What follows belongs to an exercise in optimizing a design on an open flow for small area; a production flow would make more cautious choices.
Where RTL was checked, it was by simulation tests only, not by an equivalence proof against the original.
Function not checked in run 8: the RTL went through the layout flow alone.
Power and IR drop assume default switching activity.

**flow/run.sh**
```bash
#!/bin/bash
# The standard layout with an area pass after its standard synthesis:
#  * each port gets the smallest buffer (buf_1);
#  * the synthesized netlist is improved without touching its registers:
#    fa_polarity.py picks each full adder's polarity (a full adder is
#    self-dual) to drop inverters, and abc re-maps the remaining logic for
#    area (reabc.ys), twice over; the result replaces 1_2_yosys.v and the
#    standard flow continues from there. Timing is then repaired by the flow.
set -euo pipefail
export BUFFER_PORTS_ARGS="-buffer_cell sky130_fd_sc_hd__buf_1"
R=orfs/results/sky130hd/moving_average_v5/base
L=orfs/logs/sky130hd/moving_average_v5/base
LIB=$FLOW_HOME/platforms/sky130hd/lib/sky130_fd_sc_hd__tt_025C_1v80.lib
bash standard.sh synth > synth.log 2>&1
cp $R/1_2_yosys.v yosys_standard.v
DONTUSE=$(grep -o -- "-dont_use [^ ]*" $L/1_2_yosys.log | sort -u | tr '\n' ' ')
cur=yosys_standard.v
for i in 1 2 3; do
  python3 flow/fa_polarity.py $cur pol$i.v >> fa_polarity.log 2>&1
  sed -e "s#@LIB@#$LIB#g" -e "s#@IN@#pol$i.v#" -e "s#@OUT@#abc$i.v#" \
      -e "s#@SCRIPT@#flow/amap.script#" -e "s#@TOP@#$FLOW_TOP#" \
      -e "s#@DONTUSE@#$DONTUSE#" flow/reabc.ys > reabc$i.ys
  yosys -l reabc$i.log reabc$i.ys > /dev/null
  cur=abc$i.v
done
python3 flow/fa_polarity.py $cur yosys_final.v >> fa_polarity.log 2>&1
cp yosys_final.v $R/1_2_yosys.v
rm -f $R/1_synth.odb
bash standard.sh > standard.log 2>&1
```
**flow/amap.script**
```
strash
dch -f
map
```
**flow/fa_polarity.py**
```python
#!/usr/bin/env python3
"""Remove inverters around full adders by choosing each full adder's polarity.

A full adder is self-dual: FA(~a, ~b, ~c) gives ~SUM and ~COUT. Synthesis
often maps adder chains with every input inverted; this picks, for each
sky130 fa cell, whether to use it as is or with all pins complemented, so
that the fewest inverters are needed, and rewrites the netlist. Buffers and
inverters are dissolved and one inverter is put back per net that needs its
complement. The logic function and every register are unchanged.

usage: fa_polarity.py in.v out.v
"""
import math
import random
import re
import sys

OUT_PINS = {'X', 'Y', 'Q', 'Q_N', 'SUM', 'COUT', 'HI', 'LO', 'GCLK'}
INV_RE = re.compile(r'^sky130_fd_sc_hd__(inv|clkinv)_\d+$')
BUF_RE = re.compile(r'^sky130_fd_sc_hd__(buf|clkbuf)_\d+$')
FA_RE = re.compile(r'^sky130_fd_sc_hd__fa_\d+$')
CONST = {"1'h0": "1'h1", "1'h1": "1'h0", "1'b0": "1'b1", "1'b1": "1'b0"}

src = open(sys.argv[1]).read()
cell_re = re.compile(r'^(\s*)(sky130_fd_sc_hd__\w+)\s+(\S+)\s*\((.*?)\);\n', re.S | re.M)
pin_re = re.compile(r'\.(\w+)\(([^()]*)\)')

cells = []
for m in cell_re.finditer(src):
    pins = [(p, n.strip()) for p, n in pin_re.findall(m.group(4))]
    cells.append({'type': m.group(2), 'name': m.group(3), 'pins': pins,
                  'span': m.span()})

# output ports (their nets keep their drivers)
hdr = src[:src.index(');')]
out_ports = set()
for m in re.finditer(r'^\s*output\s+(\[(\d+):(\d+)\]\s+)?(\S+?)\s*;', src, re.M):
    if m.group(1):
        hi, lo = int(m.group(2)), int(m.group(3))
        for i in range(min(hi, lo), max(hi, lo) + 1):
            out_ports.add('%s[%d]' % (m.group(4), i))
    else:
        out_ports.add(m.group(4))

driver = {}
for idx, c in enumerate(cells):
    for p, n in c['pins']:
        if p in OUT_PINS:
            driver[n] = (idx, p)

def transparent(c):
    if INV_RE.match(c['type']) or BUF_RE.match(c['type']):
        outn = [n for p, n in c['pins'] if p in OUT_PINS][0]
        return outn not in out_ports
    return False

trans = [transparent(c) for c in cells]
inv_par = [1 if INV_RE.match(c['type']) else 0 for c in cells]

root_cache = {}
def root(n):
    if n in root_cache:
        return root_cache[n]
    par = 0
    cur = n
    seen = 0
    while cur in driver and trans[driver[cur][0]] and seen < 1000:
        idx = driver[cur][0]
        par ^= inv_par[idx]
        cur = [x for p, x in cells[idx]['pins'] if p == 'A'][0]
        seen += 1
    root_cache[n] = (cur, par)
    return root_cache[n]

fa_idx = [i for i, c in enumerate(cells) if FA_RE.match(c['type'])]
fa_var = {i: k for k, i in enumerate(fa_idx)}

# consumers: (cell idx, pin, root, parity)
consumers = []
for idx, c in enumerate(cells):
    if trans[idx]:
        continue
    for p, n in c['pins']:
        if p in OUT_PINS:
            continue
        r, par = root(n)
        consumers.append((idx, p, r, par))
for n in sorted(out_ports):
    if n in driver and trans[driver[n][0]]:
        pass  # cannot happen: such drivers are kept
    r, par = root(n)
    if r != n:
        consumers.append((-1, n, r, par))

roots = sorted(set(x[2] for x in consumers))
root_id = {r: i for i, r in enumerate(roots)}
root_cons = [[] for _ in roots]
for k, (idx, p, r, par) in enumerate(consumers):
    root_cons[root_id[r]].append(k)
root_drv_fa = []
for r in roots:
    d = driver.get(r)
    root_drv_fa.append(fa_var.get(d[0]) if d else None)

fa_roots = [set() for _ in fa_idx]
for k, (idx, p, r, par) in enumerate(consumers):
    if idx in fa_var:
        fa_roots[fa_var[idx]].add(root_id[r])
for ri, v in enumerate(root_drv_fa):
    if v is not None:
        fa_roots[v].add(ri)

flip = [0] * len(fa_idx)

def need(k):
    idx, p, r, par = consumers[k]
    v = fa_var.get(idx)
    return par ^ (flip[v] if v is not None else 0)

def root_cost(ri):
    r = roots[ri]
    if r in CONST:
        return 0
    v = root_drv_fa[ri]
    prov = flip[v] if v is not None else 0
    for k in root_cons[ri]:
        if need(k) != prov:
            return 1
    return 0

def total():
    return sum(root_cost(i) for i in range(len(roots)))

def delta(v):
    rs = fa_roots[v]
    before = sum(root_cost(i) for i in rs)
    flip[v] ^= 1
    after = sum(root_cost(i) for i in rs)
    flip[v] ^= 1
    return after - before

orig_inv = sum(1 for i, c in enumerate(cells) if trans[i] and inv_par[i])
orig_buf = sum(1 for i, c in enumerate(cells) if trans[i] and not inv_par[i])
cost = total()
start = cost
best = cost
best_flip = flip[:]
random.seed(1)
n = len(fa_idx)
if n:
    T = 2.0
    steps = 40000
    for s in range(steps):
        T = 2.0 * (1 - s / steps) + 0.01
        v = random.randrange(n)
        d = delta(v)
        if d <= 0 or random.random() < math.exp(-d / T):
            flip[v] ^= 1
            cost += d
            if cost < best:
                best = cost
                best_flip = flip[:]
    flip = best_flip[:]
    # final greedy descent
    improved = True
    while improved:
        improved = False
        for v in range(n):
            if delta(v) < 0:
                flip[v] ^= 1
                improved = True
    best = total()

sys.stderr.write('fa_polarity: %d full adders, %d flipped; inverters %d -> %d '
                 '(buffers dissolved: %d)\n' % (n, sum(flip), orig_inv, best, orig_buf))

# ---- rewrite ----
inv_net = {}
new_cells = []
ninv = 0
tag = 0
while ('_fapol%d_' % tag) in src:
    tag += 1
prefix = '_fapol%d_' % tag
def inv_of(r):
    global ninv
    if r in CONST:
        return CONST[r]
    if r not in inv_net:
        name = '%sn%d_' % (prefix, ninv)
        inv_net[r] = name
        new_cells.append('  sky130_fd_sc_hd__inv_1 %si%d_ (\n    .A(%s),\n    .Y(%s)\n  );\n'
                         % (prefix, ninv, ref(r), name))
        ninv += 1
    return inv_net[r]

def ref(r):
    return r + ' ' if r.startswith('\\') else r

new_pins = {}
for k, (idx, p, r, par) in enumerate(consumers):
    ri = root_id[r]
    v = root_drv_fa[ri]
    prov = flip[v] if v is not None else 0
    net = ref(r) if need(k) == prov else inv_of(r)
    new_pins[(idx, p)] = net

out = []
pos = 0
extra_assign = []
for idx, c in enumerate(cells):
    a, b = c['span']
    out.append(src[pos:a])
    pos = b
    if trans[idx]:
        continue
    lines = []
    for p, nn in c['pins']:
        if p in OUT_PINS:
            lines.append('    .%s(%s)' % (p, ref(nn) if not nn.startswith('\\') else nn + ' '))
        else:
            lines.append('    .%s(%s)' % (p, new_pins[(idx, p)]))
    out.append('  %s %s (\n%s\n  );\n' % (c['type'], c['name'], ',\n'.join(lines)))
out.append(src[pos:])
text = ''.join(out)
# output ports fed through a dissolved buffer/inverter chain
for k, (idx, p, r, par) in enumerate(consumers):
    if idx == -1:
        extra_assign.append('  assign %s = %s;\n' % (p, new_pins[(idx, p)]))
decl = ''.join('  wire %s;\n' % n for n in inv_net.values())
ins = text.index('  sky130_fd_sc_hd__')
text = text[:ins] + decl + ''.join(new_cells) + ''.join(extra_assign) + text[ins:]
open(sys.argv[2], 'w').write(text)
```
**flow/reabc.ys**
```
# Re-map the logic between registers and adder cells for area.
# Registers, full and half adders and tie cells stay as they are (black boxes);
# every other cell is read as its liberty function and mapped again by abc.
read_liberty -overwrite -ignore_miss_func @LIB@
blackbox sky130_fd_sc_hd__fa_* sky130_fd_sc_hd__ha_* sky130_fd_sc_hd__df* sky130_fd_sc_hd__edf* sky130_fd_sc_hd__sdf* sky130_fd_sc_hd__dl* sky130_fd_sc_hd__conb_*
read_verilog @IN@
hierarchy -check -top @TOP@
flatten
rename -hide w:*.*
opt_clean -purge
abc -script @SCRIPT@ -liberty @LIB@ @DONTUSE@
splitnets
opt_clean -purge
write_verilog -noattr -nohex -nodec -selected @OUT@.tmp.v
design -reset
read_liberty -lib @LIB@
read_verilog @OUT@.tmp.v
hierarchy -check -top @TOP@
hilomap -singleton -hicell sky130_fd_sc_hd__conb_1 HI -locell sky130_fd_sc_hd__conb_1 LO
opt_clean -purge
check -assert -mapped
stat -liberty @LIB@
write_verilog -noattr -nohex -nodec @OUT@
```
**standard.sh**
```bash
#!/bin/bash
# synth_recipe.tcl (not shown) runs the flow's synth.tcl, then flattens the netlist and writes it again
# the make line also repeats each setting of config.mk as NAME=value (left out here)
make -C /OpenROAD-flow-scripts/flow DESIGN_CONFIG=/design/flow/config.mk WORK_HOME=/design/flow/orfs CLKGATE_MAP_FILE= SYNTH_SCRIPT=/design/flow/synth_recipe.tcl "${@:-finish}"
```
**config.mk**
```make
export PLATFORM = sky130hd
export DESIGN_NAME = moving_average_v5
export DESIGN_NICKNAME = moving_average_v5
export VERILOG_FILES = /design/flow/design.v
export SDC_FILE = /design/flow/constraint.sdc
export NUM_CORES = 4
export LEC_CHECK = 0
export ABC_AREA = 1
export CAP_MARGIN = 20
export CORE_MARGIN = 2
export CORE_UTILIZATION = 40
export CTS_BUF_LIST = sky130_fd_sc_hd__clkbuf_8
export SLEW_MARGIN = 20
```
**constraint.sdc**
```tcl
create_clock -name core_clock -period 6.0 [get_ports {clk}]
set_input_delay 1.2000 -clock core_clock [delete_from_list [all_inputs] [get_ports {clk}]]
set_output_delay 1.2000 -clock core_clock [all_outputs]
set_load 0.01 [all_outputs]
```
**design.v**
```verilog
`timescale 1ns / 1ps
module ma5_add #(parameter W = 16, parameter F = 6, parameter B = 5) (
    input  wire [W-1:0] a,
    input  wire [W-1:0] b,
    input  wire         cin,
    output reg  [W-1:0] s
);
    reg [W-1:0] s0;
    reg c, bc, pa;
    integer i, k;
    always @* begin
        c = cin;
        for (i = 0; i < F; i = i + 1) begin
            s[i] = a[i] ^ b[i] ^ c;
            c = (a[i] & b[i]) | (a[i] & c) | (b[i] & c);
        end
        bc = c;
        for (k = F; k < W; k = k + B) begin
            c = 1'b0;
            pa = 1'b1;
            for (i = k; i < k + B && i < W; i = i + 1) begin
                s0[i] = a[i] ^ b[i] ^ c;
                c = (a[i] & b[i]) | (a[i] & c) | (b[i] & c);
                s[i] = s0[i] ^ (bc & pa);
                pa = pa & s0[i];
            end
            bc = c | (bc & pa);
        end
    end
endmodule
module moving_average_v5 (
    input wire clk,
    input wire rst_n,
    input wire enable,
    input wire data_refresh,
    input wire output_refresh_mode,
    input wire signed [15:0] din,
    input wire [2:0] mode,
    output reg signed [15:0] dout,
    output reg output_pulse
);
reg [27:4] acc;
reg [15:0] h0, h1, h2, h3;
reg [3:0] cnt;
reg init_flag;
wire upd  = enable & data_refresh;
wire load = ~init_flag & (cnt == 4'd0);
reg [23:0] x, y;
always @* begin
    if (!upd)
        x = 24'b0;
    else if (init_flag)
        x = {{8{din[15]}}, din};
    else if (load)
        x = {din, 8'b0};
    else
        x = {{4{din[15]}}, din, 4'b0};
    y = (upd & init_flag) ? ~{{8{h3[15]}}, h3} : 24'b0;
end
wire cin_a = upd & init_flag;
wire [23:0] xs = acc ^ x ^ y;
wire [23:0] xc = (acc & x) | (acc & y) | (x & y);
wire [23:0] acc_next;
ma5_add #(.W(24), .F(4), .B(5)) u_acc_add (
    .a(xs), .b({xc[22:0], cin_a}), .cin(1'b0), .s(acc_next)
);
wire m1 = (mode == 3'b001);
wire m2 = (mode == 3'b010);
wire m3 = (mode == 3'b011);
wire [15:0] q = ({16{m1}} & ~h2) | ({16{m2}} & h1) | ({16{m3}} & acc[27:12]);
wire [15:0] t1s = h0 ^ h1 ^ h2;
wire [15:0] t1c = (h0 & h1) | (h0 & h2) | (h1 & h2);
wire [15:0] t1cs = {t1c[14:0], 1'b0};
wire [15:0] t2s = t1s ^ t1cs ^ q;
wire [15:0] t2c = (t1s & t1cs) | (t1s & q) | (t1cs & q);
wire [15:0] w;
ma5_add #(.W(16), .F(4), .B(4)) u_out_add (
    .a(t2s), .b({t2c[14:0], m1}), .cin(1'b0), .s(w)
);
reg [15:0] dnext;
always @* begin
    case (mode)
        3'b001:         dnext = {w[15], w[15:1]};
        3'b010, 3'b011: dnext = {{2{w[15]}}, w[15:2]};
        3'b100, 3'b101: dnext = acc[27:12];
        default:        dnext = din;
    endcase
end
reg pnext;
always @* begin
    case (mode)
        3'b001:  pnext = cnt[0];
        3'b010:  pnext = (cnt[1:0] == 2'b10);
        3'b011:  pnext = (cnt[1:0] == 2'b11);
        3'b100:  pnext = (cnt == 4'b0111);
        3'b101:  pnext = (cnt == 4'b1111);
        default: pnext = 1'b1;
    endcase
end
always @(posedge clk or negedge rst_n) begin
    if (!rst_n) begin
        acc <= 24'b0;
    end else begin
        acc <= acc_next;
    end
end
always @(posedge clk or negedge rst_n) begin
    if (!rst_n) begin
        h0 <= 16'b0; h1 <= 16'b0; h2 <= 16'b0;
        cnt <= 4'b0;
        init_flag <= 1'b0;
        dout <= 16'b0;
        output_pulse <= 1'b0;
    end else if (enable) begin
        if (data_refresh) begin
            h0 <= din; h1 <= h0; h2 <= h1;
            if (!init_flag) begin
                cnt <= cnt + 4'd1;
                if (cnt == 4'd15) init_flag <= 1'b1;
            end
        end
        output_pulse <= data_refresh & (output_refresh_mode | pnext);
        dout <= dnext;
    end
end
always @(posedge clk) begin
    if (enable & data_refresh) h3 <= h2;
end
endmodule
```
==> impl_metrics.py, run 1 <==
metrics = {
    "min_path": {
        "min_to": "dout[5]",
        "holdPathStages": 2,
        "min_from": "dout[5]",
        "hp-class": "reg2reg",
    },
    "timing": {
        "setup_violations": 0,
        "final_hold_viol_count": 0,
        "drv_slew": 0,
        "period_minus_slack_ps": 5390,
        "fin_crit_sh": 0.899,
        "setup-tns-final_ps": 0,
        "relSlewSlack": 0.416,
        "hold_ws_ps": 496,
        "rsz0062_at_grt": "false",
        "maxClockFrequency_ghz": 0.185,
        "worst_slew_pin_slew_ps": 875,
        "finClkSkew_ps": 21.6,
    },
    "worst_setup_path": {
        "cp.depth": 20,
        "worst-path-buf-inv": 4,
        "worstSetupPathType": "in2reg",
        "cp_max_fo": 7,
        "regToRegEndpoint": "acc[24]",
        "crit_family": "adder cells",
        "rr_startpoint": "cnt[0]",
        "cp-start-kind": "input port",
        "cp.required_ps": 6280,
        "max_stage_delay_ps": 560,
        "crit_chain": "buf_1 > inv_1 > nand3_1 > buf_4 > o221ai_1 > fa_1 > ha_1 > fa_1 > fa_1 > fa_1 > inv_1 > or2_2 > nand2_1 > nand4_1 > nand2_1 > ha_1 > xnor2_1 > o221ai_1 > a31oi_1 > o21ai_0",
        "worstPathArrival_ps": 5670,
        "cpMostUsedCell": "fa_1",
        "reg2reg_depth": 19,
        "cp-end-kind": "flip-flop",
        "crit_slowest_cell": "fa_1",
        "r2r_slack_ps": 870,
    },
    "finish": {
        "area_delta_synth_final_pct": 11.2,
        "antenna_cells": 0,
        "num-fill-cells": 1715,
        "nets": 910,
        "final_cell_area_mm2": 0.00799,
        "layout-drive-gt1-share": 0.0671,
    },
    "floorplan": {
        "num_rows": 49,
        "start_util": 0.404,
        "die_area_mm2": 0.0191,
        "die_w_um": 138,
        "die_h_um": 138,
        "boundaryPins": 41,
        "core_mm2": 0.0178,
    },
    "clocking": {
        "htreeDepth": 3,
        "cts_buffers": 9,
        "clk_path_buf_depth": 2,
        "ctsHoldBuffers": 0,
        "clock_latency_ps": 400,
        "clock-root-buffer": "clkbuf_8",
        "cts.clk_slew.worst_paths_ps": 120,
        "cts_resized": 0,
        "cts_tree": "built",
        "cts_setup_buffers": 0,
        "clkSinkCount": 110,
    },
    "yosys": {
        "ys_warn_count": 3,
        "avgSynthCellArea_um2": 10.1,
        "syn_inst": 715,
        "syn-num-nets": 840,
        "syn_area_mm2": 0.00719,
    },
    "power_and_ir_drop": {
        "peakVddDrop_v": 0.000175,
        "powerDensity_mw_per_mm2": 426,
        "p_int_mw": 1.91,
        "swShare": 0.439,
        "leakage_nw": 3.68,
        "seqPwrFrac": 0.335,
        "net-switching-power_mw": 1.49,
        "pwr-share-comb": 0.523,
        "pwr-share-clk": 0.142,
    },
    "routing": {
        "routed_via_density": 5.38,
        "wl_per_cell_um": 18.7,
        "dr_total_vias": 5479,
        "firstDrtPassIters": 4,
        "routed_wl_um": 19000,
        "drc": 0,
        "drt_iter0_drc": 517,
        "drtAntennaViolNets": 0,
    },
    "global_route": {
        "grt_usage": 0.211,
        "grt.overflow.total": 0,
        "grt_pass1_wl_um": 31200,
        "grt_pass1_vias": 5500,
        "antenna_found_initial": 0,
        "grt_max_degree": 61,
    },
    "placed_design": {
        "portBuffers": 40,
        "dpl-instance-area_mm2": 0.00779,
        "place.gp.congestion": 0.926,
        "hpwl_um": 14900,
    },
    "run_status": {
        "status": "finished clean",
    },
    "flow_run": {
        "drv_cap": 0,
    },
}
## area by class of cell
class,count,area [µm²],share of cell area
clock buffers,9,124,0.0155
multi-input cells,520,4050,0.507
flip-flops and latches,110,2830,0.354
repair buffers,59,297,0.0371
clock inverters,7,81.3,0.0102
inverters,85,323,0.0404
well taps,229,287,0.0358
## flip-flops by register name (all words and copies together) (netlist names)
name and cells:
acc 24, cnt 4, dout 16, h0 16
h1 16, h2 16, h3 16, init_flag 1
output_pulse 1
## routing by layer
layer / up-vias / GRT usage / routed length [µm] / part of all wire
met5: - / 0 / 0 / 0
li1: 2574 / - / - / -
met2: 186 / 0.330 / 8880 / 0.47
met4: 0 / 0.0634 / 473 / 0.025
met1: 2692 / 0.300 / 8630 / 0.45
met3: 27 / 0.0433 / 1060 / 0.055
## worst register-to-register path: stages, from the launching register on
cell	delay [ps]
dfrtp_1	480
inv_1	90
ha_1	140
nand4_1	340
buf_4	320
a21oi_1	140
o21ai_0	80
o21ai_0	140
fa_1	450
ha_1	220
fa_1	390
fa_1	390
fa_1	390
fa_1	550
inv_1	50
o21ai_0	250
nand4_1	160
nand2_1	170
ha_1	180
xor2_1	150
## power groups by stage
stage	Clock, mW	Combinational [mW]	Sequential, mW
after floorplan	0	1.34	1.10
after global placement	0	1.74	1.17
after detailed placement	0	1.77	1.16
after CTS	0.501	1.79	1.15
after global routing	0.527	2.07	1.16
final	0.483	1.78	1.14
## layout by cell type, fill, tap and decap left out, types with 2 or more instances in the layout
| master | instances |
|---|---|
| a22oi_1 | 5 |
| nor2_1 | 58 |
| clkbuf_8 | 9 |
| xnor2_1 | 4 |
| o211ai_1 | 4 |
| dfrtp_1 | 94 |
| a22o_2 | 2 |
| o2bb2ai_1 | 2 |
| fa_1 | 81 |
| ha_1 | 20 |
| nand2_1 | 119 |
| nand3_1 | 30 |
| edfxtp_1 | 16 |
| o22ai_1 | 7 |
| a21oi_1 | 41 |
| or2_2 | 3 |
| inv_1 | 84 |
| or2b_2 | 2 |
| xor2_1 | 14 |
| a21o_2 | 2 |
| clkinvlp_4 | 4 |
| a221oi_1 | 5 |
| o221ai_1 | 19 |
| and3_2 | 2 |
| nand4_1 | 13 |
| o21ai_0 | 68 |
| buf_4 | 19 |
| a31oi_1 | 5 |
| buf_1 | 39 |
| o2111ai_1 | 2 |
## metrics by stage
step	instances	power (mW)	setup WS [ps]	utilization
6_report	1019	3.40	606	0.450
5_1_grt	1019	3.76	238	0.450
4_1_cts	1019	3.44	680	0.450
3_5_place_dp	1003	2.93	237	0.438
3_3_place_gp	1003	2.91	348	0.438
2_1_floorplan	715	2.44	225	-
## how the worst max path moves through the flow
stage | endpoint | slack [ps] | start
finish | dout[12] | 610 | mode[2]
global route | dout[10] | 240 | mode[1]
CTS | dout[12] | 680 | mode[2]
detailed placement | dout[10] | 240 | mode[2]
global placement | dout[12] | 350 | mode[2]
floorplan | acc[24] | 220 | data_refresh
==> run 2: changes to the inputs <==
--- a/config.mk
+++ b/config.mk
@@ -10,3 +10,3 @@
 export CORE_MARGIN = 2
-export CORE_UTILIZATION = 40
+export CORE_UTILIZATION = 60
 export CTS_BUF_LIST = sky130_fd_sc_hd__clkbuf_8
==> run 2 against run 1 <==
Area after synthesis stayed put. Clock power down 7.7%. Sequential share of layout area grew 0.56 points. Cell count is 8.4% lower. Cell area shrank 1.5%. Count of clock-buffer cells in the layout did not move. Global-route usage rose by 12 points. Non-clock buffer count unchanged.
==> impl_metrics.py, run 2 <==
metrics = {
    "floorplan": {
        "core_mm2": 0.0116,
        "boundaryPins": 41,
        "num_rows": 39,
        "die_h_um": 113,
        "start_util": 0.622,
        "die_area_mm2": 0.0129,
        "die_w_um": 113,
    },
    "finish": {
        "finalNonFillerCells": 933,
        "nets": 910,
        "final_cell_area_mm2": 0.00787,
        "area_delta_synth_final_pct": 9.47,
        "utilization": 0.681,
        "antenna_cells": 0,
        "layout-drive-gt1-share": 0.0671,
        "largest_reg_flops": 24,
        "top_register": "acc",
        "layout_common_cells": "nand2_1 (119), dfrtp_1 (94), inv_1 (84), fa_1 (81), o21ai_0 (68)",
        "mostFrequentLayoutCell": "nand2_1",
    },
    "placed_design": {
        "placed_cells": 917,
        "hpwl_um": 15500,
        "portBuffers": 40,
        "dpl-instance-area_mm2": 0.00768,
        "place.gp.congestion": 0.934,
    },
    "routing": {
        "drtAntennaViolNets": 0,
        "routed_wl_um": 19500,
        "wl_per_cell_um": 20.9,
        "firstDrtPassIters": 5,
        "drt_iter0_drc": 529,
        "routed_via_density": 6.09,
        "drc": 0,
        "dr_total_vias": 5686,
    },
    "timing": {
        "setup_violations": 0,
        "final_hold_viol_count": 0,
        "relSlewSlack": 0.447,
        "drv_slew": 0,
        "fin_crit_sh": 0.894,
        "finClkSkew_ps": 12.4,
        "worst_slew_pin_slew_ps": 829,
        "maxClockFrequency_ghz": 0.186,
        "setup-tns-final_ps": 0,
        "rsz0062_at_grt": "false",
        "period_minus_slack_ps": 5360,
        "hold_ws_ps": 497,
    },
    "clocking": {
        "clk_path_buf_depth": 2,
        "clock-root-buffer": "clkbuf_8",
        "cts_setup_buffers": 0,
        "cts_resized": 0,
        "htreeDepth": 3,
        "clkSinkCount": 110,
        "clock_latency_ps": 400,
        "cts_buffers": 9,
        "cts_tree": "built",
        "ctsHoldBuffers": 0,
        "cts.clk_slew.worst_paths_ps": 110,
    },
    "min_path": {
        "hp-class": "reg2reg",
        "min_from": "dout[2]",
    },
    "global_route": {
        "antenna_found_initial": 0,
        "grt_max_degree": 54,
        "grt_pass1_wl_um": 31900,
        "grt_usage": 0.335,
        "grt.overflow.total": 0,
        "grt_pass1_vias": 5949,
    },
    "yosys": {
        "syn_area_mm2": 0.00719,
        "ys_warn_count": 3,
        "syn_inst": 715,
        "avgSynthCellArea_um2": 10.1,
        "syn-num-nets": 840,
    },
    "worst_setup_path": {
        "crit_chain": "buf_1 > inv_1 > nor3_2 > nand2_1 > o221ai_1 > fa_1 > ha_1 > fa_1 > fa_1 > fa_1 > inv_1 > or2_2 > nand2_1 > nand4_1 > nand2_1 > ha_1 > nand2_1 > o21ai_0 > a311oi_1 > o21ai_0",
        "worstSetupPathType": "in2reg",
        "crit_slowest_cell": "fa_1",
        "worst-path-buf-inv": 3,
        "worstPathArrival_ps": 5650,
        "rr_startpoint": "cnt[0]",
        "cp_max_fo": 5,
        "crit_family": "adder cells",
        "worstSetupStartpoint": "mode[1]",
        "cp.required_ps": 6290,
        "cp-end-kind": "flip-flop",
        "max_stage_delay_ps": 550,
        "r2r_slack_ps": 850,
        "cp-start-kind": "input port",
    },
    "run_status": {
        "status": "finished clean",
    },
    "flow_run": {
        "drv_cap": 0,
    },
    "power_and_ir_drop": {
        "leakage_nw": 3.68,
        "powerDensity_mw_per_mm2": 431,
        "peakVddDrop_v": 0.000313,
    },
}
==> run 2: per-layer routing <==
metal  track usage  share of wire  vias up
met5             0              0        -
met4         0.148          0.045        0
met3        0.0723          0.072       57
met2         0.553           0.49      237
met1         0.432           0.39     2814
li1              -              -     2578
==> run 2: path summary, 6_finish.rpt <==
check,end,cells after the start
worst min-delay path,dout[2],2
worst max-delay path,dout[10],20
min in group asynchronous,h0[4],1
max in group asynchronous,acc[19],2
worst min register to register,dout[2],2
worst max register to register,acc[24],18
==> run 2: power breakdown <==
part / switching (mW) / internal, mW / leakage [nW]
Clock: 0.284 / 0.162 / 0.0996
Combinational: 1.04 / 0.763 / 2.31
Sequential: 0.189 / 0.953 / 1.27
==> run 2: cell type report <==
class                   instances  area, µm²
clock inverters                 7       65.1
multi-input cells             520       4050
flip-flops and latches        110       2830
clock buffers                   9        124
fillers                       952       3690
well taps                     143        179
inverters                      85        323
repair buffers                 59        297
==> run 2: worst reg2reg max path: cells and delay by family (launching register included) <==
kind | cells | cell delay, ps
buffers and inverters | 2 | 310
adders and majority gates | 8 | 2810
and+or+nand+nor | 4 | 620
AOI/OAI and AO/OA | 3 | 700
DFF | 1 | 480
xor gates and xnor gates | 1 | 150
==> run 2: stage by stage <==
stage	setup slack, ps	total power [mW]
final	636	3.40
after global routing	375	3.73
after CTS	677	3.42
after detailed placement	231	2.96
after global placement	377	2.89
after floorplan	225	2.44
==> run 3: changes to the inputs <==
--- a/config.mk
+++ b/config.mk
@@ -10,4 +10,5 @@
 export CORE_MARGIN = 2
-export CORE_UTILIZATION = 60
+export CORE_UTILIZATION = 40
 export CTS_BUF_LIST = sky130_fd_sc_hd__clkbuf_8
+export CTS_CLUSTER_DIAMETER = 40
 export SLEW_MARGIN = 20
==> run 3 against run 2 <==
Via count shrank 3.6%. Area after synthesis did not move. Combinational power about the same. Synthesized cell count did not move. Critical path type unchanged. Largest cell class unchanged.
==> impl_metrics.py, run 3 <==
metrics = {
    "floorplan": {
        "core_mm2": 0.0178,
        "die_area_mm2": 0.0191,
        "start_util": 0.404,
        "boundaryPins": 41,
        "die_h_um": 138,
        "die_w_um": 138,
        "num_rows": 49,
    },
    "timing": {
        "final_hold_viol_count": 0,
        "setup_violations": 0,
        "worst_slew_pin_slew_ps": 875,
        "fin_crit_sh": 0.899,
        "maxClockFrequency_ghz": 0.185,
        "setup-tns-final_ps": 0,
        "relSlewSlack": 0.416,
        "rsz0062_at_grt": "false",
        "period_minus_slack_ps": 5390,
        "drv_slew": 0,
        "finClkSkew_ps": 21.6,
    },
    "clocking": {
        "cts.clk_slew.worst_paths_ps": 120,
        "cts_tree": "built",
        "cts_buffers": 9,
        "cts_resized": 0,
        "clock_latency_ps": 400,
        "clock-root-buffer": "clkbuf_8",
        "htreeDepth": 3,
        "clk_path_buf_depth": 2,
        "cts_setup_buffers": 0,
        "clkSinkCount": 110,
        "ctsHoldBuffers": 0,
    },
    "global_route": {
        "use_met2": 0.330,
        "antenna_found_initial": 0,
        "grt_util_met1": 0.300,
        "grt.overflow.total": 0,
        "grt_pass1_vias": 5500,
        "grt_max_degree": 61,
        "grt_usage": 0.211,
        "top_usage_layer": "met2",
        "met3_usage": 0.0433,
        "grt_pass1_wl_um": 31200,
    },
    "routing": {
        "routed_wl_um": 19000,
        "dr_total_vias": 5479,
        "drc": 0,
        "wl_per_cell_um": 18.7,
        "drtAntennaViolNets": 0,
        "routed_via_density": 5.38,
        "firstDrtPassIters": 4,
        "drt_iter0_drc": 517,
    },
    "worst_setup_path": {
        "cp-end-kind": "flip-flop",
        "worst-path-buf-inv": 4,
        "max_stage_delay_ps": 560,
        "worstSetupPathType": "in2reg",
        "crit_slowest_cell": "fa_1",
        "cp_max_fo": 7,
        "crit_family": "adder cells",
        "cpMostUsedCell": "fa_1",
        "worstPathArrival_ps": 5670,
        "cp-start-kind": "input port",
        "crit_chain": "buf_1 > inv_1 > nand3_1 > buf_4 > o221ai_1 > fa_1 > ha_1 > fa_1 > fa_1 > fa_1 > inv_1 > or2_2 > nand2_1 > nand4_1 > nand2_1 > ha_1 > xnor2_1 > o221ai_1 > a31oi_1 > o21ai_0",
        "cp.required_ps": 6280,
    },
    "power_and_ir_drop": {
        "p_total_mw": 3.40,
        "leakage_nw": 3.68,
        "peakVddDrop_v": 0.000175,
        "powerDensity_mw_per_mm2": 426,
    },
    "run_status": {
        "status": "finished clean",
    },
    "finish": {
        "layout_common_cells": "nand2_1 (119), dfrtp_1 (94), inv_1 (84), fa_1 (81), o21ai_0 (68)",
        "mostFrequentLayoutCell": "nand2_1",
        "largest_reg_flops": 24,
        "top_register": "acc",
        "antenna_cells": 0,
        "area_delta_synth_final_pct": 11.2,
        "nets": 910,
        "layout-drive-gt1-share": 0.0671,
    },
    "yosys": {
        "syn_inst": 715,
        "avgSynthCellArea_um2": 10.1,
        "ys_warn_count": 3,
        "syn-num-nets": 840,
        "syn_area_mm2": 0.00719,
    },
    "min_path": {
        "hp-class": "reg2reg",
    },
    "placed_design": {
        "portBuffers": 40,
        "place.gp.congestion": 0.926,
        "hpwl_um": 14900,
    },
    "flow_run": {
        "drv_cap": 0,
    },
}
[run 3: per-layer routing]
metal	wire, µm	vias to the layer above
met1	8630	2692
met5	0	-
met2	8880	186
met3	1060	27
met4	473	0
li1	-	2574
[run 3: final timing paths]
| check | from | to | slack [ps] | depth (start not counted) |
|---|---|---|---|---|
| max in group asynchronous | rst_n | acc[25] | 4060 | 2 |
| setup / recovery | mode[2] | dout[12] | 610 | 20 |
| min in group asynchronous | rst_n | h1[2] | 920 | 1 |
| hold reg to reg | dout[5] | dout[5] | 500 | 2 |
| hold / removal | dout[5] | dout[5] | 500 | 2 |
| setup reg to reg | cnt[0] | acc[24] | 870 | 19 |
[run 3: power by group]
part	switching (mW)	internal (mW)
clock network	0.285	0.198
logic	1.02	0.759
registers	0.187	0.953
[run 3: worst register-to-register path: cells and delay by family (launching register included)]
kind / cells / cell delay [ps]
XOR/XNOR: 1 / 150
buffers and inverters: 3 / 460
flip-flops: 1 / 480
adder cells (fa/ha/maj): 8 / 2710
AO/OA/AOI/OAI: 4 / 610
AND/OR/NAND/NOR: 3 / 670
[run 3: area by class of cell]
cell class                 instances  area [µm²]
fill                            1715        9790
multi-input combinational        520        4050
sequential                       110        2830
inverter                          85         323
timing repair buffer              59         297
tap                              229         287
clock buffer                       9         124
clock inverter                     7        81.3
[run 3: through the flow]
stage               cell area (µm²)  cells   util  hold WS (ps)  worst slack (ps)
finish                         7990   1019  0.450           496               606
global route                   7990   1019  0.450           536               238
global placement               7790   1003  0.438           468               348
CTS                            7990   1019  0.450           505               680
floorplan                      7200    715      -           487               225
detailed placement             7790   1003  0.438           476               237
==> run 4: changes to the inputs <==
--- a/flow/run.sh
+++ b/flow/run.sh
@@ -3,2 +3,3 @@
 #  * each port gets the smallest buffer (buf_1);
+#  * clock tree synthesis inserts no dummy loads;
 #  * the synthesized netlist is improved without touching its registers:
@@ -10,2 +11,3 @@
 export BUFFER_PORTS_ARGS="-buffer_cell sky130_fd_sc_hd__buf_1"
+export CTS_ARGS="-sink_clustering_enable -repair_clock_nets -buf_list sky130_fd_sc_hd__clkbuf_8 -dont_use_dummy_load"
 R=orfs/results/sky130hd/moving_average_v5/base
--- a/config.mk
+++ b/config.mk
@@ -12,3 +12,2 @@
 export CTS_BUF_LIST = sky130_fd_sc_hd__clkbuf_8
-export CTS_CLUSTER_DIAMETER = 40
 export SLEW_MARGIN = 20
==> run 4 against run 3 <==
Still clean on timing, DRC and antenna. Sequential cell count is the same. Critical path depth did not move. Worst setup slack got worse by 0.68 ps. Clock power shrank 22%. Register-to-register slack about the same. Non-clock buffer count did not move. Largest cell class unchanged.
==> impl_metrics.py, run 4 <==
metrics = {
    "timing": {
        "finClkSkew_ps": 39.6,
        "drv_slew": 0,
        "worst_slew_pin_slew_ps": 865,
        "period_minus_slack_ps": 5400,
        "setup_violations": 0,
        "setup-tns-final_ps": 0,
        "rsz0062_at_grt": "false",
        "hold_ws_ps": 494,
        "relSlewSlack": 0.423,
        "fin_crit_sh": 0.899,
        "final_hold_viol_count": 0,
        "maxClockFrequency_ghz": 0.185,
    },
    "routing": {
        "routed_wl_um": 18900,
        "dr.max_layer_used": "met4",
        "firstDrtPassIters": 5,
        "m1WireLength_um": 8400,
        "drt_iter0_drc": 446,
        "drc": 0,
        "drtAntennaViolNets": 0,
        "routed_via_density": 5.40,
        "wl_met3_um": 1200,
        "dr_total_vias": 5468,
        "wl_per_cell_um": 18.7,
        "met2_length_um": 8850,
    },
    "finish": {
        "finalNonFillerCells": 1012,
        "area_delta_synth_final_pct": 10.1,
        "num-fill-cells": 1721,
        "nets": 910,
        "layout-drive-gt1-share": 0.0587,
        "layout_common_cells": "nand2_1 (119), dfrtp_1 (94), inv_1 (84), fa_1 (81), o21ai_0 (68)",
        "largest_reg_flops": 24,
        "top_register": "acc",
        "final_cell_area_mm2": 0.00791,
        "antenna_cells": 0,
        "mostFrequentLayoutCell": "nand2_1",
    },
    "global_route": {
        "grt_usage": 0.211,
        "grt_pass1_vias": 5465,
        "grt_max_degree": 61,
        "grt_pass1_wl_um": 31000,
        "grt.overflow.total": 0,
        "antenna_found_initial": 0,
    },
    "power_and_ir_drop": {
        "swShare": 0.439,
        "p_total_mw": 3.30,
        "net-switching-power_mw": 1.45,
        "pwr-share-clk": 0.114,
        "powerDensity_mw_per_mm2": 417,
        "leakage_nw": 3.65,
        "pwr-share-comb": 0.540,
        "peakVddDrop_v": 0.000177,
        "p_int_mw": 1.85,
        "seqPwrFrac": 0.346,
    },
    "clocking": {
        "cts_tree": "built",
        "cts_resized": 0,
        "htreeDepth": 3,
        "clkSinkCount": 110,
        "cts_buffers": 9,
        "clock-root-buffer": "clkbuf_8",
        "clock_latency_ps": 400,
        "cts.clk_slew.worst_paths_ps": 90,
        "cts_setup_buffers": 0,
        "ctsHoldBuffers": 0,
        "clk_path_buf_depth": 2,
    },
    "worst_setup_path": {
        "cpMostUsedCell": "fa_1",
        "cp-start-kind": "input port",
        "cp-end-kind": "flip-flop",
        "crit_chain": "buf_1 > inv_1 > nand3_1 > buf_4 > o221ai_1 > fa_1 > ha_1 > fa_1 > fa_1 > fa_1 > inv_1 > or2_2 > nand2_1 > nand4_1 > nand2_1 > ha_1 > xnor2_1 > o221ai_1 > a31oi_1 > o21ai_0",
        "worstSetupPathType": "in2reg",
        "rr_startpoint": "cnt[0]",
        "max_stage_delay_ps": 560,
        "reg2reg_depth": 19,
        "regToRegEndpoint": "acc[24]",
        "r2r_slack_ps": 860,
        "cp.required_ps": 6260,
        "worstPathArrival_ps": 5660,
        "crit_slowest_cell": "fa_1",
        "cp_max_fo": 7,
    },
    "yosys": {
        "ys_warn_count": 3,
        "syn_inst": 715,
        "avgSynthCellArea_um2": 10.1,
        "syn-num-nets": 840,
        "syn_area_mm2": 0.00719,
    },
    "placed_design": {
        "place.gp.congestion": 0.926,
        "hpwl_um": 14900,
        "dpl-instance-area_mm2": 0.00779,
        "placed_cells": 1003,
        "portBuffers": 40,
    },
    "floorplan": {
        "die_area_mm2": 0.0191,
        "die_w_um": 138,
        "num_rows": 49,
        "boundaryPins": 41,
        "start_util": 0.404,
        "core_mm2": 0.0178,
        "die_h_um": 138,
    },
    "run_status": {
        "status": "finished clean",
    },
    "min_path": {
        "min_from": "dout[7]",
        "min_to": "dout[7]",
        "holdPathStages": 2,
        "hp-class": "reg2reg",
    },
    "flow_run": {
        "drv_cap": 0,
    },
}
==> run 4: cell type report <==
class                           count  area (µm²)  area share
Clock buffer                        9         124      0.0157
Inverter                           85         323      0.0408
Multi-Input combinational cell    520        4050       0.512
Sequential cell                   110        2830       0.358
Tap cell                          229         287      0.0362
Timing Repair Buffer               59         297      0.0375
==> run 4: metrics by stage <==
| step | utilization | worst slack [ps] |
|---|---|---|
| after floorplan | - | 225 |
| after global placement | 0.438 | 348 |
| after detailed placement | 0.438 | 237 |
| after CTS | 0.445 | 664 |
| after global routing | 0.445 | 213 |
| final | 0.445 | 605 |
==> run 4: how the worst max path moves through the flow <==
stage,slack (ps),start,cells after the start,to
floorplan,220,data_refresh,16,acc[24]
finish,600,mode[2],20,dout[12]
detailed placement,240,mode[2],20,dout[10]
CTS,660,mode[2],20,dout[12]
global placement,350,mode[2],20,dout[12]
global route,210,mode[1],20,dout[10]
==> run 4: worst max-delay path: cells and delay by family <==
kind,cells,cell delay (ps)
AO/OA/AOI/OAI,4,570
XOR/XNOR,1,140
adder cells (fa/ha/maj),6,2310
buffers and inverters,4,560
AND/OR/NAND/NOR,5,870
==> run 4: power groups by stage <==
| stage | Clock (mW) | Sequential [mW] | Combinational (mW) |
|---|---|---|---|
| final | 0.375 | 1.14 | 1.78 |
| after global routing | 0.418 | 1.16 | 2.07 |
| after CTS | 0.390 | 1.15 | 1.79 |
| after detailed placement | 0 | 1.16 | 1.77 |
| after global placement | 0 | 1.17 | 1.74 |
| after floorplan | 0 | 1.10 | 1.34 |
==> run 4: per-layer routing <==
metal,global-route usage,vias up
li1,-,2564
met1,0.299,2677
met2,0.330,200
met3,0.0433,27
met4,0.0634,0
met5,0,-
==> run 5: changes to the inputs <==
==> flow/amap.script (replaced) <==
strash
dch -f
map -a
--- a/config.mk
+++ b/config.mk
@@ -10,3 +10,3 @@
 export CORE_MARGIN = 2
-export CORE_UTILIZATION = 40
+export CORE_UTILIZATION = 60
 export CTS_BUF_LIST = sky130_fd_sc_hd__clkbuf_8
==> run 5 against run 4 <==
Core utilization rose by 25 points. Combinational power rose by 4%. Clock skew is 14 ps lower. Critical endpoint is now acc[27]. Worst setup slack got worse by 290 ps. Area after synthesis fell by 2.9%. Global-route usage increased by 12 points. Cell area about the same.
==> impl_metrics.py, run 5 <==
metrics = {
    "worst_setup_path": {
        "worst-path-buf-inv": 6,
        "cp.depth": 28,
        "cp.required_ps": 6300,
        "worstSetupStartpoint": "enable",
        "r2r_slack_ps": 350,
        "crit_slowest_cell": "fa_1",
        "worstPathArrival_ps": 5990,
        "max_stage_delay_ps": 550,
        "cpMostUsedCell": "inv_1",
        "cp-end-kind": "flip-flop",
        "crit_family": "adder cells",
        "cp-endpoint": "acc[27]",
        "cp-start-kind": "input port",
        "cp_max_fo": 7,
        "reg2reg_depth": 27,
        "rr_startpoint": "cnt[0]",
        "worstSetupPathType": "in2reg",
        "regToRegEndpoint": "acc[27]",
    },
    "global_route": {
        "grt_max_degree": 57,
        "antenna_found_initial": 0,
        "grt.overflow.total": 0,
        "top_usage_layer": "met2",
        "met3_usage": 0.0572,
        "grt_pass1_vias": 5665,
        "grt_pass1_wl_um": 31000,
        "use_met2": 0.553,
        "grt_util_met1": 0.432,
        "grt_usage": 0.330,
    },
    "finish": {
        "utilization": 0.696,
        "layout_common_cells": "dfrtp_1 (94), nand2_1 (87), inv_1 (81), fa_1 (77), o21ai_0 (75)",
        "antenna_cells": 0,
        "top_register": "acc",
        "layout-drive-gt1-share": 0.120,
        "area_delta_synth_final_pct": 13.3,
        "nets": 896,
        "num-fill-cells": 878,
        "largest_reg_flops": 24,
        "mostFrequentLayoutCell": "dfrtp_1",
    },
    "floorplan": {
        "die_area_mm2": 0.0125,
        "die_h_um": 112,
        "boundaryPins": 41,
        "start_util": 0.614,
        "num_rows": 39,
        "die_w_um": 112,
        "core_mm2": 0.0114,
    },
    "clocking": {
        "cts_buffers": 9,
        "clock_latency_ps": 400,
        "clkSinkCount": 110,
        "cts_setup_buffers": 0,
        "cts_tree": "built",
        "cts.clk_slew.worst_paths_ps": 90,
        "htreeDepth": 3,
        "clk_path_buf_depth": 2,
        "clock-root-buffer": "clkbuf_8",
    },
    "timing": {
        "period_minus_slack_ps": 5690,
        "worst_slew_pin_slew_ps": 859,
        "drv_slew": 0,
        "relSlewSlack": 0.426,
        "rsz0062_at_grt": "true",
        "setup_violations": 0,
        "final_hold_viol_count": 0,
        "fin_ws_ps": 311,
        "fin_crit_sh": 0.948,
        "maxClockFrequency_ghz": 0.176,
        "finClkSkew_ps": 25.3,
    },
    "routing": {
        "routed_via_density": 5.93,
        "drc": 0,
        "drtAntennaViolNets": 0,
        "dr_total_vias": 5407,
        "wl_per_cell_um": 20.6,
        "drt_iter0_drc": 417,
        "firstDrtPassIters": 6,
        "routed_wl_um": 18800,
    },
    "min_path": {
        "hp-class": "reg2reg",
    },
    "placed_design": {
        "portBuffers": 40,
        "pre_cts_ws_ps": -348,
        "hpwl_um": 14900,
        "place.gp.congestion": 0.952,
    },
    "power_and_ir_drop": {
        "peakVddDrop_v": 0.000310,
        "p_total_mw": 3.38,
        "leakage_nw": 3.64,
        "powerDensity_mw_per_mm2": 427,
    },
    "yosys": {
        "avgSynthCellArea_um2": 10.4,
        "ys_warn_count": 3,
        "syn-num-nets": 797,
        "syn_area_mm2": 0.00698,
        "syn_inst": 672,
    },
    "flow_run": {
        "drv_cap": 0,
    },
    "run_status": {
        "status": "finished clean",
    },
}
-- run 5: worst min-delay path by stage --
stage	startpoint	end	cells past startpoint	slack [ps]
final	dout[0]	dout[0]	2	500
after global routing	dout[12]	dout[12]	2	520
after CTS	dout[15]	dout[15]	2	490
after detailed placement	dout[15]	dout[15]	2	470
after global placement	dout[15]	dout[15]	2	460
after floorplan	h2[0]	h3[0]	0	480
-- run 5: cell type report --
| type | count | area, µm² | area share |
|---|---|---|---|
| multi-input cells | 479 | 3940 | 0.498 |
| flip-flops and latches | 110 | 2830 | 0.358 |
| repair buffers | 88 | 522 | 0.0660 |
| inverters | 83 | 315 | 0.0399 |
| well taps | 143 | 179 | 0.0226 |
| clock buffers | 9 | 124 | 0.0157 |
-- run 5: report_power, final --
part	internal [mW]	switching, mW
sequential	0.957	0.187
clock	0.135	0.235
combinational	0.805	1.06
-- run 5: worst reg2reg max path, delay by kind of cell, from the launching register on --
| family | cells | cell delay (ps) |
|---|---|---|
| AOI/OAI and AO/OA | 3 | 360 |
| xor gates and xnor gates | 1 | 190 |
| adders and majority gates | 7 | 2410 |
| buffers and inverters | 4 | 330 |
| DFF | 1 | 450 |
| and+or+nand+nor | 12 | 1830 |
-- run 5: timing repair --
item                                    CTS  global route
gates resized for setup                   0            18
hold buffers                              0             0
endpoints found under the setup margin    0            10
-- run 5: metal layers --
layer	part of all wire	vias up
li1	-	2432
met1	0.38	2676
met2	0.50	243
met3	0.069	56
met4	0.046	0
met5	0	-
-- run 5: per-stage QoR --
step	hold slack [ps]	TNS [ps]	cell area [µm²]	std cells
after detailed placement	473	-1630	7730	903
after global routing	515	-2.38	7910	912
after floorplan	482	-329	7040	672
final	495	0	7910	912
after CTS	493	0	7860	912
after global placement	464	-442	7730	903
==> run 6: changes to the inputs <==
==> flow/amap.script (replaced) <==
strash
dch -f
map
==> run 6 against run 5 <==
Highest routed layer unchanged. Combinational power decreased by 3%. Sequential power barely moved. Critical path depth decreased by 9. Still clean. Fmax up 5.9%. Via count is 4.4% higher. Critical endpoint is now dout[10]. Register-to-register slack gained 500 ps. Area after synthesis is 3.0% higher.
==> impl_metrics.py, run 6 <==
metrics = {
    "run_status": {
        "status": "finished clean",
    },
    "global_route": {
        "grt_pass1_vias": 5935,
        "grt.overflow.total": 0,
        "grt_usage": 0.336,
        "antenna_found_initial": 0,
        "grt_pass1_wl_um": 32000,
        "grt_max_degree": 54,
    },
    "finish": {
        "top_register": "acc",
        "multiInputGateArea_mm2": 0.00405,
        "nets": 910,
        "mostFrequentLayoutCell": "nand2_1",
        "layout-drive-gt1-share": 0.0587,
        "largest_reg_flops": 24,
        "area_delta_synth_final_pct": 8.56,
        "final-seq-area_mm2": 0.00283,
        "num-fill-cells": 956,
        "antenna_cells": 0,
        "layout_common_cells": "nand2_1 (119), dfrtp_1 (94), inv_1 (84), fa_1 (81), o21ai_0 (68)",
    },
    "timing": {
        "final_hold_viol_count": 0,
        "setup-tns-final_ps": 0,
        "period_minus_slack_ps": 5370,
        "drv_slew": 0,
        "hold_ws_ps": 492,
        "worst_slew_pin_slew_ps": 814,
        "maxClockFrequency_ghz": 0.186,
        "finClkSkew_ps": 22.5,
        "rsz0062_at_grt": "false",
        "fin_crit_sh": 0.896,
        "relSlewSlack": 0.457,
        "setup_violations": 0,
    },
    "clocking": {
        "cts.clk_slew.worst_paths_ps": 100,
        "clock_latency_ps": 400,
        "clk_path_buf_depth": 2,
        "clkSinkCount": 110,
        "htreeDepth": 3,
        "cts_tree": "built",
        "cts_buffers": 9,
        "cts_resized": 0,
        "cts_setup_buffers": 0,
        "ctsHoldBuffers": 0,
        "clock-root-buffer": "clkbuf_8",
    },
    "routing": {
        "drtAntennaViolNets": 0,
        "routed_via_density": 6.10,
        "dr_total_vias": 5646,
        "firstDrtPassIters": 5,
        "drc": 0,
        "drt_iter0_drc": 594,
        "routed_wl_um": 19600,
        "wl_per_cell_um": 21.1,
    },
    "placed_design": {
        "portBuffers": 40,
        "hpwl_um": 15500,
        "place.gp.congestion": 0.934,
    },
    "worst_setup_path": {
        "worstSetupPathType": "in2reg",
        "crit_slowest_cell": "fa_1",
        "cp.required_ps": 6270,
        "crit_chain": "buf_1 > nor2_1 > nand2_1 > o221ai_1 > fa_1 > ha_1 > fa_1 > fa_1 > fa_1 > inv_1 > or2_2 > nand2_1 > nand4_1 > nand2_1 > ha_1 > nand2_1 > o21ai_0 > a311oi_1 > o21ai_0",
        "cp_max_fo": 7,
        "worstPathArrival_ps": 5640,
        "cp-end-kind": "flip-flop",
        "crit_family": "adder cells",
        "worst-path-buf-inv": 2,
        "max_stage_delay_ps": 550,
        "cp-start-kind": "input port",
    },
    "floorplan": {
        "core_mm2": 0.0116,
        "start_util": 0.622,
        "die_h_um": 113,
        "boundaryPins": 41,
        "die_area_mm2": 0.0129,
        "die_w_um": 113,
        "num_rows": 39,
    },
    "yosys": {
        "syn-num-nets": 840,
        "avgSynthCellArea_um2": 10.1,
        "ys_warn_count": 3,
        "syn_inst": 715,
        "syn_area_mm2": 0.00719,
    },
    "power_and_ir_drop": {
        "peakVddDrop_v": 0.000293,
        "leakage_nw": 3.65,
        "powerDensity_mw_per_mm2": 426,
    },
    "flow_run": {
        "drv_cap": 0,
    },
    "min_path": {
        "hp-class": "reg2reg",
    },
}
-- run 6: power breakdown --
part / switching, mW / internal, mW / total, mW
clock network: 0.235 / 0.135 / 0.370
registers: 0.190 / 0.953 / 1.14
logic: 1.05 / 0.765 / 1.81
-- run 6: final cells by class --
class                           count  area share
Clock buffer                        9      0.0159
Sequential cell                   110       0.363
Multi-Input combinational cell    520       0.519
Tap cell                          143      0.0229
Timing Repair Buffer               59      0.0380
Inverter                           85      0.0414
-- run 6: metrics by stage --
step           area (µm²)  utilization  power [mW]  setup slack, ps  std cells
3_3_place_gp         7680        0.664        2.89              377        917
2_1_floorplan        7200            -        2.44              225        715
3_5_place_dp         7680        0.664        2.96              231        917
4_1_cts              7800        0.675        3.34              645        926
6_report             7800        0.675        3.32              626        926
5_1_grt              7800        0.675        3.65              339        926
-- run 6: layer usage --
| layer | GRT usage | wire [µm] |
|---|---|---|
| met5 | 0 | 0 |
| met4 | 0.145 | 858 |
| met2 | 0.552 | 9540 |
| met3 | 0.0728 | 1370 |
| met1 | 0.437 | 7800 |
-- run 6: final timing paths --
| path | startpoint | end | slack, ps | cells past startpoint |
|---|---|---|---|---|
| max in group asynchronous | rst_n | acc[18] | 4030 | 2 |
| setup / recovery | mode[2] | dout[10] | 630 | 19 |
| setup reg to reg | cnt[0] | acc[24] | 850 | 18 |
| hold reg to reg | dout[2] | dout[2] | 490 | 2 |
| hold / removal | dout[2] | dout[2] | 490 | 2 |
| min in group asynchronous | rst_n | h0[13] | 840 | 1 |
-- run 6: worst reg2reg max path, cell delays in order (launching register included) --
cell and delay [ps]:
dfrtp_1 470, inv_1 80, ha_1 210, nand4_1 90, buf_4 230, nand2_1 200, o22ai_1 250, fa_1 470
ha_1 210, fa_1 430, fa_1 390, fa_1 380, fa_1 530, a21oi_1 130, o21ai_0 320, nand4_1 150
nand2_1 180, ha_1 190, xor2_1 150
==> run 7: changes to the inputs <==
--- a/flow/run.sh
+++ b/flow/run.sh
@@ -7,3 +7,3 @@
 #    self-dual) to drop inverters, and abc re-maps the remaining logic for
-#    area (reabc.ys), twice over; the result replaces 1_2_yosys.v and the
+#    area (reabc.ys), three times over; the result replaces 1_2_yosys.v and the
 #    standard flow continues from there. Timing is then repaired by the flow.
--- a/config.mk
+++ b/config.mk
@@ -12,2 +12,3 @@
 export CTS_BUF_LIST = sky130_fd_sc_hd__clkbuf_8
+export GPL_TIMING_DRIVEN = 0
 export SLEW_MARGIN = 20
==> run 7 against run 6 <==
Power increased by 1.6%. Clock skew fell by 8.6 ps. Sequential power about the same. Worst hold slack better by 1.2 ps. Routed wire length increased by 1.9%. Non-clock buffer count shrank 5. Die area unchanged. Still clean on timing, DRC and antenna. Critical path depth decreased by 1. Sequential cell count unchanged. Fmax down 7.8%.
==> impl_metrics.py, run 7 <==
metrics = {
    "worst_setup_path": {
        "crit_slowest_cell": "fa_1",
        "cp_max_fo": 23,
        "worstSetupPathType": "in2reg",
        "max_stage_delay_ps": 480,
        "cpMostUsedCell": "fa_1",
        "cp-start-kind": "input port",
        "worstPathArrival_ps": 6110,
        "crit_chain": "buf_2 > nand2_8 > nor2_4 > clkinvlp_4 > buf_4 > nor2_2 > fa_1 > ha_1 > fa_1 > fa_1 > fa_1 > fa_1 > a21oi_1 > o21ai_0 > nand4_1 > nand2_1 > ha_1 > xor2_1",
        "cp-end-kind": "flip-flop",
        "cp.required_ps": 6280,
    },
    "finish": {
        "mostFrequentLayoutCell": "nand2_1",
        "area_delta_synth_final_pct": 10.3,
        "antenna_cells": 0,
        "layout-drive-gt1-share": 0.0741,
        "top_register": "acc",
        "layout_common_cells": "nand2_1 (118), dfrtp_1 (94), inv_1 (83), fa_1 (81), o21ai_0 (67)",
        "nets": 910,
        "largest_reg_flops": 24,
        "utilization": 0.686,
        "finalNonFillerCells": 926,
    },
    "timing": {
        "period_minus_slack_ps": 5830,
        "relSlewSlack": 0.384,
        "drv_slew": 0,
        "final_hold_viol_count": 0,
        "hold_ws_ps": 493,
        "worst_slew_pin_slew_ps": 919,
        "setup-tns-final_ps": 0,
        "fin_ws_ps": 170,
        "finClkSkew_ps": 13.9,
        "setup_violations": 0,
        "fin_crit_sh": 0.972,
        "maxClockFrequency_ghz": 0.172,
    },
    "routing": {
        "dr_total_vias": 5769,
        "wl_per_cell_um": 21.5,
        "drc": 0,
        "routed_via_density": 6.23,
        "firstDrtPassIters": 7,
        "drtAntennaViolNets": 0,
        "drt_iter0_drc": 402,
        "routed_wl_um": 19900,
    },
    "floorplan": {
        "core_mm2": 0.0116,
        "die_area_mm2": 0.0129,
        "start_util": 0.622,
        "num_rows": 39,
        "die_w_um": 113,
        "die_h_um": 113,
        "boundaryPins": 41,
    },
    "placed_design": {
        "place.gp.congestion": 0.876,
        "pre_cts_ws_ps": -1380,
        "hpwl_um": 14200,
        "portBuffers": 40,
        "placed_cells": 902,
    },
    "global_route": {
        "grt_max_degree": 91,
        "grt.overflow.total": 0,
        "antenna_found_initial": 0,
        "grt_pass1_vias": 5978,
        "grt_pass1_wl_um": 31300,
        "grt_usage": 0.324,
    },
    "clocking": {
        "clkSinkCount": 110,
        "ctsHoldBuffers": 0,
        "clock_latency_ps": 400,
        "cts_buffers": 9,
        "clk_path_buf_depth": 2,
        "clock-root-buffer": "clkbuf_8",
        "cts.clk_slew.worst_paths_ps": 100,
        "htreeDepth": 3,
        "cts_tree": "built",
    },
    "yosys": {
        "avgSynthCellArea_um2": 10.1,
        "ys_warn_count": 3,
        "syn_inst": 715,
        "syn-num-nets": 840,
        "syn_area_mm2": 0.00719,
    },
    "power_and_ir_drop": {
        "powerDensity_mw_per_mm2": 426,
        "peakVddDrop_v": 0.000256,
        "leakage_nw": 3.68,
    },
    "run_status": {
        "status": "finished clean",
    },
    "min_path": {
        "hp-class": "reg2reg",
    },
    "flow_run": {
        "drv_cap": 0,
    },
}
-- run 7: changes by cell type in the layout (fill, tap and decap cells not counted), moves of 2 or more --
cell,before,now
buf_4,19,10
buf_1,39,35
nor2_1,58,54
clkbuf_2,0,3
buf_16,0,2
buf_2,0,2
clkinvlp_2,0,2
nand2_4,1,3
nor2_2,0,2
nor2_4,0,2
-- run 7: worst paths after layout --
check / slack [ps] / end / depth (start not counted) / from
setup / recovery: 170 / acc[24] / 18 / enable
hold / removal: 490 / dout[6] / 2 / dout[6]
setup reg to reg: 830 / acc[24] / 17 / init_flag
hold reg to reg: 490 / dout[6] / 2 / dout[6]
max in group asynchronous: 4420 / h2[9] / 3 / rst_n
min in group asynchronous: 800 / dout[0] / 1 / rst_n
-- run 7: timing repair --
item,CTS,global route
endpoints found under the setup margin,21,13
gates cloned,2,3
gates resized for setup,10,9
setup buffers,2,8
pin swaps,2,5
-- run 7: cell type report --
cell class / instances / area [µm²]
clock buffers: 9 / 124
fillers: 930 / 3630
inverters: 85 / 327
multi-input cells: 523 / 4140
flip-flops and latches: 110 / 2830
well taps: 143 / 179
repair buffers: 54 / 318
repair inverters: 2 / 10.0
-- run 7: worst max-delay path, delay by kind of cell --
kind,cells,cell delay [ps]
AO/OA/AOI/OAI,2,500
AND/OR/NAND/NOR,5,990
XOR/XNOR,1,140
adder cells (fa/ha/maj),7,2580
buffers and inverters,3,680
-- run 7: routing by layer --
| metal | GRT usage | up-vias | wire (µm) |
|---|---|---|---|
| li1 | - | 2568 | - |
| met1 | 0.426 | 2874 | 7800 |
| met2 | 0.535 | 265 | 9790 |
| met3 | 0.0664 | 62 | 1470 |
| met4 | 0.130 | 0 | 864 |
| met5 | 0 | - | 0 |
-- run 7: power breakdown --
group | leakage, nW | internal [mW] | switching, mW
logic | 2.34 | 0.776 | 1.10
clock network | 0.0647 | 0.136 | 0.243
registers | 1.27 | 0.953 | 0.166
total | 3.68 | 1.87 | 1.51
-- run 7: through the flow --
step	cell area (µm²)	power, mW
global placement	7530	2.88
CTS	7800	3.37
detailed placement	7620	2.98
global route	7930	3.69
floorplan	7200	2.44
finish	7930	3.38
==> run 8: changes to the inputs <==
--- a/design.v
+++ b/design.v
@@ -63,3 +63,3 @@
 wire [23:0] acc_next;
-ma5_add #(.W(24), .F(4), .B(5)) u_acc_add (
+ma5_add #(.W(24), .F(4), .B(4)) u_acc_add (
     .a(xs), .b({xc[22:0], cin_a}), .cin(1'b0), .s(acc_next)
--- a/config.mk
+++ b/config.mk
@@ -12,3 +12,2 @@
 export CTS_BUF_LIST = sky130_fd_sc_hd__clkbuf_8
-export GPL_TIMING_DRIVEN = 0
 export SLEW_MARGIN = 20
==> run 8 against run 7 <==
Still clean on timing, DRC and antenna. Via count is 2.2% lower. Critical path depth increased by 3. Worst setup slack better by 380 ps. Core utilization down 2.5 points. Clock power is 3% lower. Synthesized cell count decreased by 0.84%.
==> impl_metrics.py, run 8 <==
metrics = {
    "clocking": {
        "cts.clk_slew.worst_paths_ps": 90,
        "clkSinkCount": 110,
        "cts_setup_buffers": 0,
        "clk_path_buf_depth": 2,
        "cts_buffers": 9,
        "cts_resized": 0,
        "ctsHoldBuffers": 0,
        "clock_latency_ps": 390,
        "cts_tree": "built",
        "clock-root-buffer": "clkbuf_8",
        "htreeDepth": 3,
    },
    "floorplan": {
        "die_w_um": 114,
        "num_rows": 40,
        "die_area_mm2": 0.0129,
        "core_mm2": 0.0119,
        "start_util": 0.608,
        "boundaryPins": 41,
        "die_h_um": 114,
    },
    "timing": {
        "drv_slew": 0,
        "setup-tns-final_ps": 0,
        "maxClockFrequency_ghz": 0.184,
        "fin_crit_sh": 0.908,
        "finClkSkew_ps": 20.0,
        "worst_slew_pin_slew_ps": 861,
        "relSlewSlack": 0.425,
        "setup_violations": 0,
        "final_hold_viol_count": 0,
        "period_minus_slack_ps": 5450,
        "rsz0062_at_grt": "false",
    },
    "worst_setup_path": {
        "cp-endpoint": "dout[10]",
        "cp-end-kind": "flip-flop",
        "r2r_slack_ps": 1000,
        "cp-start-kind": "input port",
        "worstPathArrival_ps": 5700,
        "worstSetupStartpoint": "mode[1]",
        "worstSetupPathType": "in2reg",
        "cp_max_fo": 8,
        "rr_startpoint": "cnt[0]",
        "reg2reg_depth": 17,
        "cp.required_ps": 6260,
        "regToRegEndpoint": "acc[25]",
    },
    "power_and_ir_drop": {
        "seqPwrFrac": 0.341,
        "p_total_mw": 3.31,
        "leakage_nw": 3.64,
        "pwr-share-comb": 0.549,
        "swShare": 0.438,
        "p_int_mw": 1.86,
        "powerDensity_mw_per_mm2": 422,
        "peakVddDrop_v": 0.000221,
        "net-switching-power_mw": 1.45,
        "pwr-share-clk": 0.110,
    },
    "global_route": {
        "grt_pass1_vias": 5970,
        "grt.overflow.total": 0,
        "grt_pass1_wl_um": 31800,
        "antenna_found_initial": 0,
        "grt_usage": 0.327,
        "grt_max_degree": 79,
    },
    "yosys": {
        "syn_inst": 709,
        "syn_area_mm2": 0.00721,
        "ys_warn_count": 3,
        "syn-num-nets": 835,
        "avgSynthCellArea_um2": 10.2,
    },
    "placed_design": {
        "hpwl_um": 15400,
        "place.gp.congestion": 0.961,
        "portBuffers": 40,
    },
    "finish": {
        "largest_reg_flops": 24,
        "mostFrequentLayoutCell": "nand2_1",
        "multiInputGateArea_mm2": 0.00404,
        "top_register": "acc",
        "nets": 906,
        "area_delta_synth_final_pct": 8.71,
        "final-seq-area_mm2": 0.00283,
        "layout_common_cells": "nand2_1 (107), dfrtp_1 (94), inv_1 (92), fa_1 (80), o21ai_0 (66)",
        "num-fill-cells": 995,
        "antenna_cells": 0,
        "layout-drive-gt1-share": 0.0643,
    },
    "min_path": {
        "hp-class": "reg2reg",
        "min_from": "dout[0]",
    },
    "routing": {
        "routed_wl_um": 19400,
        "drtAntennaViolNets": 0,
        "wl_per_cell_um": 21.0,
        "firstDrtPassIters": 5,
        "drc": 0,
        "dr_total_vias": 5640,
        "drt_iter0_drc": 411,
        "routed_via_density": 6.10,
    },
    "flow_run": {
        "drv_cap": 0,
    },
    "run_status": {
        "status": "finished clean",
    },
}
-- run 8: changes by cell type in the layout (fill, tap and decap cells not counted), sizes merged, moves of 3 or more --
| cell | before | now |
|---|---|---|
| clkinvlp | 4 | 1 |
| a31o | 1 | 4 |
| o22ai | 7 | 11 |
| buf | 51 | 59 |
| xor2 | 14 | 17 |
| a21oi | 41 | 31 |
| nand2 | 123 | 108 |
| inv | 83 | 92 |
-- run 8: power groups by stage --
stage	clock network (mW)	logic (mW)	registers (mW)
finish	0.365	1.82	1.13
detailed placement	0	1.81	1.14
floorplan	0	1.33	1.10
CTS	0.374	1.82	1.13
global placement	0	1.74	1.14
global route	0.396	2.07	1.15
-- run 8: area by class of cell --
| class | instances | share of cell area |
|---|---|---|
| multi-input combinational | 506 | 0.516 |
| timing repair buffer | 60 | 0.0388 |
| inverter | 93 | 0.0450 |
| sequential | 110 | 0.361 |
| tap | 147 | 0.0235 |
| clock buffer | 9 | 0.0158 |
-- run 8: critical path, cell delays in order --
cell	delay, ps
buf_1	210
inv_1	130
nor3_2	150
buf_4	210
buf_4	180
nand2_1	50
o221ai_1	100
fa_1	460
fa_1	410
fa_1	460
fa_1	540
inv_1	70
o21ai_0	210
nand4_1	190
or2_2	350
nand2_1	70
ha_1	220
inv_1	90
o221ai_1	110
a31oi_1	200
o21ai_0	90
-- run 8: per-stage QoR --
| stage | hold slack, ps | setup slack, ps | util | std cells | instance area, µm² |
|---|---|---|---|---|---|
| 6_report | 490 | 553 | 0.661 | 925 | 7840 |
| 5_1_grt | 518 | 225 | 0.661 | 925 | 7840 |
| 4_1_cts | 497 | 610 | 0.661 | 925 | 7840 |
| 3_5_place_dp | 474 | 205 | 0.651 | 916 | 7720 |
| 3_3_place_gp | 465 | 313 | 0.651 | 916 | 7720 |
| 2_1_floorplan | 487 | 64.0 | - | 709 | 7220 |
-- run 8: layer usage --
| layer | up-vias | GRT usage | wire [µm] |
|---|---|---|---|
| met5 | - | 0 | 0 |
| met4 | 0 | 0.144 | 945 |
| met3 | 58 | 0.0680 | 1240 |
| met2 | 235 | 0.527 | 9330 |
| met1 | 2802 | 0.434 | 7890 |
| li1 | 2545 | - | - |
-- run 8: how the worst min path moves through the flow --
stage,endpoint,cells past startpoint
2_1_floorplan,h3[10],0
3_3_place_gp,dout[2],2
3_5_place_dp,dout[0],2
4_1_cts,dout[0],2
5_1_grt,dout[0],2
6_report,dout[0],2

## what the ideal ports hide
Ports are ideal in the flow. The routed layouts listed here were re-timed in OpenROAD.
Step 1 sets driving cells, clkbuf_16 on the clock port and buf_2 on the other inputs (assumed; they add their load-dependent delay and slew).
Step 2 adds t to the input delays and takes it off the output delays; t is the mean of the earliest and latest rising clock arrival at the registers after step 1. Input paths then give back, and output paths get back, about the clock's delay inside the block.
Slacks: ideal / step 1 / step 2; pairs: ideal / step 1.
| run | t (ns) | setup WS [ns] | latest minus earliest clock arrival (ns) |
|---|---|---|---|
| run 1 | 0.426 | 0.606 / 0.618 / 0.191 | 0.025 / 0.025 |
| run 2 | 0.435 | 0.636 / 0.647 / 0.212 | 0.012 / 0.012 |
| run 3 | 0.426 | 0.606 / 0.618 / 0.191 | 0.025 / 0.025 |
| run 4 | 0.414 | 0.605 / 0.617 / 0.202 | 0.041 / 0.041 |
| run 5 | 0.424 | 0.311 / 0.323 / -0.102 | 0.025 / 0.025 |
| run 6 | 0.421 | 0.626 / 0.640 / 0.219 | 0.023 / 0.023 |
| run 7 | 0.432 | 0.170 / 0.189 / -0.243 | 0.014 / 0.014 |
| run 8 | 0.416 | 0.553 / 0.568 / 0.152 | 0.021 / 0.021 |
With both steps, setup timing fails in run 5 and run 7, where it was met with ideal ports. The setup slack of run 2, which loses most, moves by +0.011 ns with the drivers and by -0.424 ns with both steps.
